Background: an optimization exercise with open tools, aiming at small area and few clock cycles. Do not read the settings as production practice. In this exercise RTL edits were held to simulation tests only and were not proved equivalent to the original. Power is estimated from default activity; no workload was simulated.

[flow/design.v]
module risc_v_core (
    input  logic        clk,
    input  logic        rst_n,
    output logic        imem_req,
    output logic [31:0] imem_addr,
    input  logic [31:0] imem_rdata,
    input  logic        imem_ready,
    input  logic        imem_err,
    output logic        dmem_req,
    output logic        dmem_we,
    output logic [3:0]  dmem_be,
    output logic [31:0] dmem_addr,
    output logic [31:0] dmem_wdata,
    input  logic [31:0] dmem_rdata,
    input  logic        dmem_ready,
    input  logic        dmem_err,
    input  logic        fetch_enable,
    input  logic [31:0] irq,
    input  logic        debug_req,
    output logic        core_sleep,
    input  logic        scan_mode,
    input  logic        scan_en,
    input  logic        scan_in,
    output logic        scan_out
);
    logic [31:1] pc_q;               
    logic [31:1][31:0] rf_q;         
    logic [31:1] rf_valid_q;         
    logic        wfi_q;
    logic [31:0] scan_q;
    wire [31:0] pc = {pc_q, 1'b0};
    wire [31:0] ins = imem_rdata;
    wire [4:0]  rd  = ins[11:7];
    wire [4:0]  rs1 = ins[19:15];
    wire [4:0]  rs2 = ins[24:20];
    wire [2:0]  f3  = ins[14:12];
    wire b6 = ins[6], b5 = ins[5], b4 = ins[4], b3 = ins[3], b2 = ins[2];
    wire is_load   = ~b5 & ~b4 & ~b3;
    wire is_store  = ~b6 &  b5 & ~b4;
    wire is_branch =  b6 & ~b4 & ~b2;
    wire is_jalr   =  b6 & ~b3 &  b2;
    wire is_jal    =  b6 &  b3;
    wire is_lui    =  b5 &  b4 &  b2;
    wire is_auipc  = ~b5 &  b4 &  b2;
    wire is_alu    =  b4 & ~b2 & ~b6;         
    wire is_opimm  = ~b5;                     
    wire is_system =  b6 &  b4;
    wire is_fence  = ~b6 &  b3;
    wire is_wfi    = is_system & ins[22];
    wire writes_rd = ~(is_fence | is_store | is_branch | is_system);
    wire instr_valid = fetch_enable & imem_ready & ~wfi_q & ~scan_mode;
    wire is_mem      = is_load | is_store;
    wire commit      = instr_valid & ~(is_mem & ~dmem_ready);
    wire rs1_en = ~(is_lui | is_auipc | is_jal);
    logic [31:1] sel1, sel2;
    always_comb begin
        for (int i = 1; i < 32; i++) begin
            sel1[i] = rs1_en & rf_valid_q[i] & (rs1 == 5'(i));
            sel2[i] = rf_valid_q[i] & (rs2 == 5'(i));
        end
    end
    logic [31:0] rs1_data, rs2_data;
    rf_read_port u_rd1 (.sel(sel1), .rf(rf_q), .data(rs1_data));
    rf_read_port u_rd2 (.sel(sel2), .rf(rf_q), .data(rs2_data));
    wire use_pc = is_auipc | is_jal;
    wire [31:0] op_a = rs1_data | ({32{use_pc}} & pc);
    wire [31:0] imm_i = {{20{ins[31]}}, ins[31:20]};
    wire [31:0] imm_s = {{20{ins[31]}}, ins[31:25], ins[11:7]};
    wire [31:0] imm_u = {ins[31:12], 12'b0};
    wire [31:0] imm_b = {{19{ins[31]}}, ins[31], ins[7], ins[30:25], ins[11:8], 1'b0};
    wire [31:0] imm_j = {{11{ins[31]}}, ins[31], ins[19:12], ins[20], ins[30:21], 1'b0};
    logic [31:0] op_b;
    always_comb begin
        if (is_jal)                      op_b = 32'd4;
        else if (is_lui | is_auipc)      op_b = imm_u;
        else if (is_store)               op_b = imm_s;
        else if (is_branch | (is_alu & ~is_opimm)) op_b = rs2_data;
        else                             op_b = imm_i;
    end
    wire do_sub = is_branch | (is_alu & (f3[2:1] == 2'b01)) |
                  (is_alu & ~is_opimm & (f3 == 3'b000) & ins[30]);
    wire [31:0] op_bx = op_b ^ {32{do_sub}};
    logic [31:0] sum, add_p, add_g;
    logic        cout;
    rv_bk_add #(.W(32)) u_add (.a(op_a), .b(op_bx), .cin(do_sub), .s(sum), .cout(cout),
                               .p(add_p), .g(add_g));
    wire ltu = ~cout;
    wire lt  = (op_a[31] ^ op_b[31]) ? op_a[31] : ltu;
    wire eq  = &add_p;    
    wire        sh_left = ~f3[2];
    logic [31:0] sh_in;
    wire sh_right = ~sh_left;
    for (genvar i = 0; i < 32; i++) begin : g_shin
        rf_wmux u_rev (.we(sh_left), .hold(sh_right), .d(op_a[31 - i]), .q(op_a[i]),
                       .y(sh_in[i]));
    end
    logic [31:0] sh_out;
    rv_shr u_shr (.x(sh_in), .sh(op_b[4:0]), .y(sh_out));
    logic taken;
    always_comb begin
        case ({f3[2], f3[1]})
            2'b00:   taken = eq;
            2'b10:   taken = lt;
            default: taken = ltu;
        endcase
        taken = is_branch & (taken ^ f3[0]);
    end
    wire [31:0] pc_off = is_jal ? imm_j : (taken ? imm_b : 32'd4);
    logic [31:1] pc_add;
    logic [30:0] pc_add_p, pc_add_g;
    logic        pc_add_c;
    rv_bk_add #(.W(31)) u_pcadd (.a(pc_q), .b(pc_off[31:1]), .cin(1'b0), .s(pc_add),
                                 .cout(pc_add_c), .p(pc_add_p), .g(pc_add_g));
    wire pc_j = commit & is_jalr;
    wire pc_a = commit & ~is_jalr;
    wire pc_h = ~commit;
    logic [31:1] pc_d;
    for (genvar i = 1; i < 32; i++) begin : g_pcd
        rv_ao3 u_pcd (.s0(pc_j), .d0(sum[i]), .s1(pc_a), .d1(pc_add[i]),
                      .s2(pc_h), .d2(pc_q[i]), .y(pc_d[i]));
    end
    wire [1:0] ea = sum[1:0];
    logic [7:0]  ld_b0;
    logic [7:0]  ld_b1;
    logic        ld_sign;
    logic [31:0] ld_data;
    always_comb begin
        if (f3[1])      ld_b0 = dmem_rdata[7:0];
        else if (f3[0]) ld_b0 = ea[1] ? dmem_rdata[23:16] : dmem_rdata[7:0];
        else case (ea)
            2'd0: ld_b0 = dmem_rdata[7:0];
            2'd1: ld_b0 = dmem_rdata[15:8];
            2'd2: ld_b0 = dmem_rdata[23:16];
            default: ld_b0 = dmem_rdata[31:24];
        endcase
        ld_b1 = (~f3[1] & ea[1]) ? dmem_rdata[31:24] : dmem_rdata[15:8];
        ld_sign = ~f3[2] & (f3[0] ? ld_b1[7] : ld_b0[7]);
        if (f3[1])      ld_data = dmem_rdata;
        else if (f3[0]) ld_data = {{16{ld_sign}}, ld_b1, ld_b0};
        else            ld_data = {{24{ld_sign}}, ld_b0};
    end
    wire f3_0 = (f3 == 3'b000), f3_1 = (f3 == 3'b001), f3_2 = (f3 == 3'b010);
    wire f3_3 = (f3 == 3'b011), f3_4 = (f3 == 3'b100), f3_5 = (f3 == 3'b101);
    wire f3_6 = (f3 == 3'b110), f3_7 = (f3 == 3'b111);
    wire r_sum  = ~is_load & ~is_jalr & (~is_alu | f3_0);
    wire r_shl  = is_alu & f3_1;
    wire r_shr  = is_alu & f3_5;
    wire r_p    = is_alu & (f3_4 | f3_6);
    wire r_g    = is_alu & (f3_7 | f3_6);
    wire r_ld   = is_load;
    wire r_link = is_jalr;
    wire set_bit = is_alu & ((f3_2 & lt) | (f3_3 & ltu));
    wire [31:0] link = {pc_add, 1'b0};
    logic [31:0] wb_data;
    always_comb begin
        for (int i = 0; i < 32; i++)
            wb_data[i] = (r_sum & sum[i]) | (r_shl & sh_out[31 - i]) | (r_shr & sh_out[i]) |
                         (r_p & add_p[i]) | (r_g & add_g[i]) | (r_ld & ld_data[i]) |
                         (r_link & link[i]);
        wb_data[0] = wb_data[0] | set_bit;
    end
    wire rf_we = commit & writes_rd;
    logic [31:1] we_row, hold_row;
    always_comb begin
        for (int i = 1; i < 32; i++) begin
            we_row[i]   = rf_we & (rd == 5'(i));
            hold_row[i] = ~we_row[i];
        end
    end
    logic [31:1][31:0] rf_d;
    for (genvar i = 1; i < 32; i++) begin : g_row
        for (genvar b = 0; b < 32; b++) begin : g_bit
            rf_wmux u_wm (.we(we_row[i]), .hold(hold_row[i]), .d(wb_data[b]),
                          .q(rf_q[i][b]), .y(rf_d[i][b]));
        end
    end
    always_ff @(posedge clk) rf_q <= rf_d;
    always_ff @(posedge clk or negedge rst_n) begin
        if (!rst_n) rf_valid_q <= '0;
        else for (int i = 1; i < 32; i++)
            if (we_row[i]) rf_valid_q[i] <= 1'b1;
    end
    always_ff @(posedge clk or negedge rst_n) begin
        if (!rst_n) pc_q <= '0;
        else        pc_q <= pc_d;
    end
    assign imem_req  = fetch_enable & ~wfi_q & ~scan_mode;
    assign imem_addr = pc;
    assign dmem_req  = instr_valid & is_mem;
    assign dmem_we   = instr_valid & is_store;
    assign dmem_addr = sum;
    always_comb begin
        case (f3[1:0])
            2'b00:   dmem_be = 4'b0001 << ea;
            2'b01:   dmem_be = ea[1] ? 4'b1100 : 4'b0011;
            default: dmem_be = 4'b1111;
        endcase
        case (f3[1:0])
            2'b00:   dmem_wdata = {4{rs2_data[7:0]}};
            2'b01:   dmem_wdata = {2{rs2_data[15:0]}};
            default: dmem_wdata = rs2_data;
        endcase
    end
    always_ff @(posedge clk or negedge rst_n) begin
        if (!rst_n) begin
            wfi_q <= 1'b0;
        end else if (!scan_mode) begin
            if (commit && is_wfi)         wfi_q <= 1'b1;
            else if (|irq || debug_req)   wfi_q <= 1'b0;
        end
    end
    assign core_sleep = wfi_q;
    wire scan_sh = scan_mode & scan_en;
    wire scan_hold = ~scan_sh;
    wire [31:0] scan_nx = {scan_in, scan_q[31:1]};
    logic [31:0] scan_d;
    for (genvar i = 0; i < 32; i++) begin : g_scan
        rf_wmux u_sm (.we(scan_sh), .hold(scan_hold), .d(scan_nx[i]), .q(scan_q[i]),
                      .y(scan_d[i]));
    end
    always_ff @(posedge clk or negedge rst_n) begin
        if (!rst_n) scan_q <= 32'd0;
        else        scan_q <= scan_d;
    end
    assign scan_out = scan_q[0];
endmodule
module rf_wmux (
    input  logic we,
    input  logic hold,
    input  logic d,
    input  logic q,
    output logic y
);
    assign y = (we & d) | (hold & q);
endmodule
module rf_aoi3 (
    input  logic s0, d0,
    input  logic s1, d1,
    input  logic s2, d2,
    output logic y
);
    assign y = ~((s0 & d0) | (s1 & d1) | (s2 & d2));
endmodule
module rf_read_port (
    input  logic [31:1]       sel,
    input  logic [31:1][31:0] rf,
    output logic [31:0]       data
);
    for (genvar b = 0; b < 32; b++) begin : g_bit
        logic [10:0] g;
        for (genvar k = 0; k < 10; k++) begin : g_aoi
            rf_aoi3 u_aoi (.s0(sel[3*k+1]), .d0(rf[3*k+1][b]),
                           .s1(sel[3*k+2]), .d1(rf[3*k+2][b]),
                           .s2(sel[3*k+3]), .d2(rf[3*k+3][b]),
                           .y(g[k]));
        end
        assign g[10] = ~(sel[31] & rf[31][b]);
        assign data[b] = ~&g;
    end
endmodule
module rv_bk_add #(parameter int W = 32) (
    input  logic [W-1:0] a,
    input  logic [W-1:0] b,
    input  logic         cin,
    output logic [W-1:0] s,
    output logic         cout,
    output logic [W-1:0] p,
    output logic [W-1:0] g
);
    localparam int N = W + 1;
    logic [N-1:0] gg [0:10];
    logic [N-1:0] pp [0:10];
    assign gg[0] = {g, cin};
    assign pp[0] = {p, 1'b0};
    for (genvar i = 0; i < W; i++) begin : g_pg
        rv_pg u_pg (.a(a[i]), .b(b[i]), .p(p[i]), .g(g[i]));
    end
    for (genvar l = 1; l <= 5; l++) begin : g_up
        for (genvar i = 0; i < N; i++) begin : g_b
            if ((i % (1 << l)) == ((1 << l) - 1)) begin : g_c
                if (i + 1 == (1 << l)) begin : g_go
                    rv_gc u_g (.gh(gg[l-1][i]), .ph(pp[l-1][i]), .gl(gg[l-1][i - (1 << (l-1))]),
                               .g(gg[l][i]));
                    assign pp[l][i] = 1'b0;
                end else begin : g_gp
                    rv_gpc u_gp (.gh(gg[l-1][i]), .ph(pp[l-1][i]), .gl(gg[l-1][i - (1 << (l-1))]),
                                 .pl(pp[l-1][i - (1 << (l-1))]), .g(gg[l][i]), .p(pp[l][i]));
                end
            end else begin : g_pass
                assign gg[l][i] = gg[l-1][i];
                assign pp[l][i] = pp[l-1][i];
            end
        end
    end
    for (genvar l = 6; l <= 10; l++) begin : g_dn
        localparam int SP = 1 << (10 - l);
        for (genvar i = 0; i < N; i++) begin : g_b
            if (i >= 2 * SP && ((i + 1) % (2 * SP)) == SP) begin : g_c
                rv_gc u_g (.gh(gg[l-1][i]), .ph(pp[l-1][i]), .gl(gg[l-1][i - SP]), .g(gg[l][i]));
                assign pp[l][i] = 1'b0;
            end else begin : g_pass
                assign gg[l][i] = gg[l-1][i];
                assign pp[l][i] = pp[l-1][i];
            end
        end
    end
    for (genvar i = 0; i < W; i++) begin : g_s
        assign s[i] = p[i] ^ gg[10][i];
    end
    assign cout = gg[10][W];
endmodule
module rv_pg (input logic a, b, output logic p, g);
    assign p = a ^ b;
    assign g = a & b;
endmodule
module rv_gc (input logic gh, ph, gl, output logic g);
    assign g = gh | (ph & gl);
endmodule
module rv_gpc (input logic gh, ph, gl, pl, output logic g, p);
    assign g = gh | (ph & gl);
    assign p = ph & pl;
endmodule
module rv_ao3 (
    input  logic s0, d0,
    input  logic s1, d1,
    input  logic s2, d2,
    output logic y
);
    assign y = (s0 & d0) | (s1 & d1) | (s2 & d2);
endmodule
module rv_shr (
    input  logic [31:0] x,
    input  logic [4:0]  sh,
    output logic [31:0] y
);
    logic [5:0][31:0] st;
    assign st[0] = x;
    for (genvar k = 0; k < 5; k++) begin : g_stage
        wire on = sh[k];
        wire off = ~sh[k];
        for (genvar i = 0; i < 32; i++) begin : g_bit
            if (i + (1 << k) < 32) begin : g_mux
                rf_wmux u_m (.we(on), .hold(off), .d(st[k][i + (1 << k)]), .q(st[k][i]),
                             .y(st[k+1][i]));
            end else begin : g_zero
                assign st[k+1][i] = off & st[k][i];
            end
        end
    end
    assign y = st[5];
endmodule
[flow/flow/run.sh]
#!/bin/bash
# Standard layout with two changes: every port is buffered by a small buffer
# cell (instead of the default pick), and clock tree synthesis inserts no dummy
# loads. Each tool's output goes to its own log file here.
set -euo pipefail
export BUFFER_PORTS_ARGS="-buffer_cell sky130_fd_sc_hd__buf_1"
export CTS_ARGS="-sink_clustering_enable -repair_clock_nets -dont_use_dummy_load -sink_clustering_size 25 -sink_clustering_max_diameter 80 -buf_list {sky130_fd_sc_hd__clkbuf_8 sky130_fd_sc_hd__clkbuf_16}"
bash standard.sh > standard_flow.log 2>&1
[flow/standard.sh]
#!/bin/bash
# synth_recipe.tcl (not shown) runs the flow's synth.tcl, then flattens the netlist and writes it again
# the make line also repeats each setting of config.mk as NAME=value (left out here)
make -C /OpenROAD-flow-scripts/flow DESIGN_CONFIG=/design/flow/config.mk WORK_HOME=/design/flow/orfs CLKGATE_MAP_FILE= SYNTH_SCRIPT=/design/flow/synth_recipe.tcl "${@:-finish}"
[flow/config.mk]
export PLATFORM = sky130hd
export DESIGN_NAME = risc_v_core
export DESIGN_NICKNAME = risc_v_core
export VERILOG_FILES = /design/flow/design.v
export SDC_FILE = /design/flow/constraint.sdc
export NUM_CORES = 4
export LEC_CHECK = 0
export CAP_MARGIN = 10
export CORE_MARGIN = 2
export CORE_UTILIZATION = 55
export CTS_BUF_LIST = sky130_fd_sc_hd__clkbuf_8 sky130_fd_sc_hd__clkbuf_16
export CTS_CLUSTER_DIAMETER = 80
export CTS_CLUSTER_SIZE = 25
export PLACE_DENSITY = 0.8
export SLEW_MARGIN = 10
export SYNTH_HIERARCHICAL = 1
export SYNTH_MINIMUM_KEEP_SIZE = 0
[flow/constraint.sdc]
create_clock -name core_clock -period 13.0 [get_ports {clk}]
set_input_delay 2.6000 -clock core_clock [delete_from_list [all_inputs] [get_ports {clk}]]
set_output_delay 2.6000 -clock core_clock [all_outputs]
set_load 0.01 [all_outputs]
==> run_results.csv, run 1 <==
group,metric,value,unit
clock_network,htreeDepth,2,
critical_path,startpoint_type,"input pin",
timing,post-route-period-util,0.941,
synthesis,synth_area_per_cell,11.1,µm²
floorplan,core_area,89600,µm²
clock_network,postCtsHoldBufs,0,
floorplan,die_x,304,µm
synthesis,netlist_instances,4452,
cells_and_area,drive_above_1_share,0.0764,
critical_path,cp_max_fo,31,
placed_design,dp_hpwl,155,mm
power_and_ir_drop,irDropWorstVdd,0.133,mV
placed_design,dp_cells,5941,
floorplan,num_rows,110,
critical_path,cp-end-kind,"flip-flop",
detailed_routing,postRouteAntennaNets,0,
power_and_ir_drop,leakage,23.0,nW
clock_network,root_buffer,"clkbuf_16",
critical_path,cp_common_cell,"a21o_1",
timing,hold_viol,0,
floorplan,fp.dieArea,92400,µm²
clock_network,cts_resized,0,
grt,use_met2,0.655,
grt,grt_util_met3,0.215,
clock_network,insertion_delay,0.72,ns
timing,worst_pin_slew,1.43,ns
min_path,hold_path_class,"flip-flop to flip-flop",
timing,clock.fmax,0.0817,GHz
critical_path,crit_path_max_incr_delay,0.70,ns
outcome,run_status,"timing/DRC/antenna clean",
timing,period_minus_slack,12.23,ns
floorplan,start_util,0.552,
cells_and_area,multiInputGateArea,26300,µm²
detailed_routing,routedWlPerCell,38.9,µm
timing,rsz0062_at_grt,"no",
cells_and_area,mostFrequentLayoutCells,"a22o_1, dfxtp_1, a222oi_1",
detailed_routing,vias,51700,
power_and_ir_drop,powerDensity,141,nW/µm²
timing,setup_tns,0,ns
clock_network,clock_sink_count,1087,
grt,first_global_vias,46800,
placed_design,port_buffers,206,
synthesis,synth_warnings,17,
placed_design,gp_congestion,1.06,
clock_network,clk_path_buf_depth,3,
placed_design,place_worst_setup_slack,0.862,ns
cells_and_area,area.sequential,22200,µm²
synthesis,syn-cell-area,49500,µm²
job,drv_cap,0,
detailed_routing,initialDrtViolationCount,13400,
critical_path,required,13.61,ns
floorplan,io_pins,212,
cells_and_area,fillers,7426,
timing,clock_skew,0.0842,ns
critical_path,slowest_stage,"nand4_1",
critical_path,crit_type,"input pin to flip-flop",
timing,maxSlewHeadroom,0.0461,
cells_and_area,layout.nets,4989,
grt,grt_antenna_before_repair,25,
clock_network,post_cts_buffers,0,
grt,grt_remaining_overflow,0,
floorplan,fp.dieH,304,µm
timing,maxSlewViolCount,0,
grt,grt_max_degree,63,
detailed_routing,drt_wl_total,233,mm
detailed_routing,drtPass1Iterations,17,
grt,grt.total_usage,0.476,
grt,grt.busiest_layer,"met2",
clock_network,numCtsBuffers,52,
timing,setup_viol,0,
timing,worst_slack,0.766,ns
clock_network,cts_tree,"yes",
grt,grt_pass1_wl,330,mm
cells_and_area,stdcell_count,6006,
grt,grt_use_met1,0.583,
detailed_routing,viasPerCell,8.61,
clock_network,clkSlewWorstSetupHoldPaths,0.10,ns
cells_and_area,mostFrequentLayoutCell,"a22o_1",
cells_and_area,flow.area_growth_from_synthesis,9.71,%
critical_path,worst_ep_arrival_time,12.85,ns
detailed_routing,drcViolationCount,0,
==> state kept, by name, summed over array words and instances, names as in the netlist <==
register    count
rf_q          992
scan_q         32
pc_q           31
rf_valid_q     31
wfi_q           1
==> power by group <==
part	switching (mW)	internal (mW)	total (mW)
sequential	0.232	3.51	3.75
combinational	1.48	0.640	2.12
clock	1.09	0.713	1.81
total	2.80	4.87	7.67
==> worst paths after layout <==
kind                                       to  slack [ns]      startpoint  depth (start not counted)
worst max-delay path                rf_q[215]        0.77  imem_rdata[21]                         35
worst min-delay path            rf_valid_q[3]        0.48   rf_valid_q[3]                          1
worst max register to register      rf_q[215]        3.26  rf_valid_q[18]                         35
min in group asynchronous          scan_q[16]        1.87           rst_n                          1
max in group asynchronous             pc_q[2]        9.76           rst_n                          2
worst min register to register  rf_valid_q[3]        0.48   rf_valid_q[3]                          1
==> worst max-delay path: cells and delay by family <==
kind                     cells  cell delay (ns)
buffers and inverters        4             1.35
multiplexers                 1             0.29
AND/OR/NAND/NOR              7             2.22
AO/OA/AOI/OAI               18             4.64
XOR/XNOR                     3             0.88
adder cells (fa/ha/maj)      2             0.79
==> routing by layer <==
metal	vias up	part of all wire
li1	20400	-
met1	24500	0.33
met2	5443	0.38
met3	1327	0.18
met4	30	0.10
met5	-	0.00079
==> stage by stage <==
step / power, mW / util / area (µm²) / hold WS [ns]
after floorplan: 4.89 / - / 49500 / 0.440
after CTS: 7.50 / 0.606 / 54300 / 0.483
after detailed placement: 5.78 / 0.591 / 53000 / 0.457
after global placement: 5.77 / 0.591 / 53000 / 0.455
after global routing: 7.80 / 0.606 / 54300 / 0.498
final: 7.67 / 0.606 / 54300 / 0.484
==> final cells by class <==
class,instances,area share
tap,1176,0.0271
timing repair buffer,452,0.0500
multi-input combinational,3146,0.483
sequential,1087,0.409
antenna,13,0.000599
clock buffer,52,0.0240
inverter,80,0.00553
Testbench counts, summed over its fixed seeds: cycles 8,987.
==> inputs of run 2 (changes only) <==
==> flow/flow/run.sh (replaced) <==
#!/bin/bash
# Standard layout with two changes: every port is buffered by a small buffer
# cell (instead of the default pick), and clock tree synthesis inserts no dummy
# loads; after global routing, gates on paths with positive slack are
# downsized (ORFS RECOVER_POWER). Each tool's output goes to its own log file here.
set -euo pipefail
export BUFFER_PORTS_ARGS="-buffer_cell sky130_fd_sc_hd__buf_1"
export CTS_ARGS="-sink_clustering_enable -repair_clock_nets -dont_use_dummy_load -sink_clustering_size 25 -sink_clustering_max_diameter 80 -buf_list {sky130_fd_sc_hd__clkbuf_8 sky130_fd_sc_hd__clkbuf_16}"
export RECOVER_POWER=100
bash standard.sh > standard_flow.log 2>&1
--- a/flow/config.mk
+++ b/flow/config.mk
@@ -12,5 +12,5 @@
 export CTS_CLUSTER_DIAMETER = 80
 export CTS_CLUSTER_SIZE = 25
-export PLACE_DENSITY = 0.8
+export PLACE_DENSITY = 0.7
 export SLEW_MARGIN = 10
 export SYNTH_HIERARCHICAL = 1
==> run_results.csv, run 2 <==
group,metric,value,unit
outcome,run_status,"failed layout checks",
outcome,violatedChecks,"capacitance limit, slew limit",
clock_network,clock_sink_count,1087,
min_path,holdPathEnd,"rf_valid_q[7]",
timing,clock.fmax,0.0791,GHz
clock_network,htreeDepth,2,
grt,grt_antenna_before_repair,23,
synthesis,netlist_instances,4452,
detailed_routing,routedWlPerCell,39.6,µm
timing,post-route-period-util,0.973,
synthesis,synth_area_per_cell,11.1,µm²
critical_path,worstReg2RegEnd,"rf_q[198]",
floorplan,start_util,0.552,
clock_network,postCtsHoldBufs,0,
timing,worst_pin_slew,3.33,ns
timing,worst_slack,0.355,ns
timing,setup_viol,0,
detailed_routing,postRouteAntennaNets,0,
floorplan,num_rows,110,
critical_path,timing.rr.start,"rf_valid_q[19]",
grt,grt_max_degree,56,
power_and_ir_drop,p_clk_frac,0.241,
power_and_ir_drop,powerDensity,143,nW/µm²
clock_network,root_buffer,"clkbuf_16",
cells_and_area,stdcell_count,5991,
cells_and_area,drive_above_1_share,0.0625,
power_and_ir_drop,leakage,22.8,nW
clock_network,cts_tree,"yes",
synthesis,synth_warnings,17,
critical_path,crit_type,"input pin to output pin",
cells_and_area,largest_reg_flops,992,
critical_path,worst_ep_arrival_time,10.05,ns
power_and_ir_drop,irDropWorstVdd,0.132,mV
critical_path,cp-end-kind,"output pin",
placed_design,port_buffers,206,
cells_and_area,layout.nets,4972,
timing,setup_tns,0,ns
cells_and_area,mostFrequentLayoutCells,"a22o_1, dfxtp_1, a222oi_1",
power_and_ir_drop,p_int,4.91,mW
power_and_ir_drop,switching_share,0.365,
clock_network,clk_path_buf_depth,3,
placed_design,dp_cells,5921,
critical_path,r2r_slack,3.19,ns
placed_design,dp_hpwl,155,mm
clock_network,numCtsBuffers,55,
clock_network,post_cts_buffers,0,
detailed_routing,viasPerCell,8.48,
job,drv_cap,35,
cells_and_area,reg_top3,"rf_q: 992 flops, scan_q: 32 flops",
grt,grt_pass1_wl,332,mm
cells_and_area,fillers,7616,
cells_and_area,fin_area,54200,µm²
clock_network,cts_resized,0,
critical_path,startpoint_type,"input pin",
timing,hold_slack,0.487,ns
placed_design,placed_area,53100,µm²
min_path,min-delay-start,"rf_valid_q[7]",
detailed_routing,drcViolationCount,0,
grt,first_global_vias,46000,
critical_path,required,10.40,ns
clock_network,clkSlewWorstSetupHoldPaths,0.11,ns
timing,hold_viol,0,
floorplan,io_pins,212,
grt,grt_remaining_overflow,0,
floorplan,fp.dieArea,92400,µm²
cells_and_area,max_flop_register,"rf_q",
power_and_ir_drop,power.switching,2.82,mW
placed_design,place_worst_setup_slack,1.11,ns
critical_path,cp_max_fo,22,
timing,maxSlewViolCount,1217,
timing,clock_skew,0.115,ns
cells_and_area,mostFrequentLayoutCell,"a22o_1",
detailed_routing,drt_wl_total,237,mm
min_path,hold_path_class,"flip-flop to flip-flop",
grt,grt.total_usage,0.484,
timing,rsz0062_at_grt,"no",
timing,period_minus_slack,12.65,ns
min_path,holdPathStages,1,
power_and_ir_drop,power_frac_comb,0.276,
clock_network,insertion_delay,0.72,ns
synthesis,syn-cell-area,49500,µm²
detailed_routing,drtPass1Iterations,15,
power_and_ir_drop,seqPwrFrac,0.483,
placed_design,gp_congestion,1.05,
detailed_routing,vias,50800,
floorplan,die_x,304,µm
cells_and_area,flow.area_growth_from_synthesis,9.46,%
critical_path,reg2reg_depth,30,
detailed_routing,initialDrtViolationCount,11800,
floorplan,fp.dieH,304,µm
power_and_ir_drop,power.total,7.73,mW
timing,maxSlewHeadroom,-1.22,
floorplan,core_area,89600,µm²
cells_and_area,layout.core_utilization,0.605,
-- run 2: power groups by stage --
stage               Sequential [mW]  Combinational (mW)  Clock, mW
floorplan                      3.73                1.16          0
global placement               3.79                2.04          0
detailed placement             3.79                2.04          0
CTS                            3.72                2.06       1.85
global route                   3.75                2.17       1.96
finish                         3.73                2.13       1.87
-- run 2: critical path: stages --
cell and delay [ns]:
clkbuf_1 0.49, nor2b_1 0.61, and3_1 1.28, buf_4 0.42, a222oi_1 0.14, nand4_1 0.15, a2111o_1 0.27, mux2i_1 0.11
a211oi_1 0.85, xor2_1 0.18, ha_1 0.39, a21o_1 0.24, a21o_1 0.22, a21o_1 0.26, a21o_1 0.22, buf_4 0.17
a21o_1 0.23, a21o_1 0.23, a21o_1 0.19, a21o_1 0.17, xor2_1 0.33, buf_1 0.24
-- run 2: area by class of cell --
type	instances	area [µm²]	area share
clock buffers	55	1380	0.0254
repair buffers	432	2510	0.0463
diodes	15	37.5	0.000693
multi-input cells	3146	26300	0.485
flip-flops and latches	1087	22200	0.410
inverters	80	300	0.00554
well taps	1176	1470	0.0272
-- run 2: worst max path at each step --
stage / startpoint / end / slack [ns] / depth (start not counted)
final: imem_rdata[21] / dmem_addr[30] / 0.35 / 22
after global routing: imem_rdata[21] / rf_q[151] / 0.54 / 39
after CTS: imem_rdata[2] / dmem_addr[30] / 1.55 / 22
after detailed placement: imem_rdata[2] / rf_q[863] / 1.11 / 38
after global placement: imem_rdata[2] / rf_q[255] / 1.17 / 38
after floorplan: imem_rdata[23] / rf_q[127] / 0.64 / 35
-- run 2: metal layers --
layer / vias up / track usage / wire [µm] / share of wire
li1: 20300 / - / - / -
met1: 24400 / 0.609 / 81500 / 0.34
met2: 4930 / 0.677 / 93400 / 0.39
met3: 1086 / 0.176 / 39700 / 0.17
met4: 20 / 0.356 / 22700 / 0.095
met5: - / 0.00207 / 127 / 0.00054

-- static timing again, ports no longer ideal --
No port has a modelled driver above. Below, the same layouts with a new extraction and two added sets of constraints.
Step 1 assumes that a clkbuf_16 drives the clock port and a buf_2 every other input.
Step 2 also shifts input and output timing later by t, the mid clock arrival at the registers, as if the neighbouring blocks saw the same clock.
Slacks: ideal / step 1 / step 2; pairs: ideal / step 1.
run	t, ns	setup slack, ns	slew at the worst register clock pin (ns)	worst slew at a driven data input, ns	cell pins on the clock port's net
run 1	0.764	0.766 / 0.814 / 0.050	0.11 / 0.11	0.16	1
run 2	0.738	0.355 / 0.230 / -0.336	0.11 / 0.11	0.14	1
The setup slack of run 1, which loses most, moves by +0.048 ns with the drivers and by -0.716 ns with both steps.
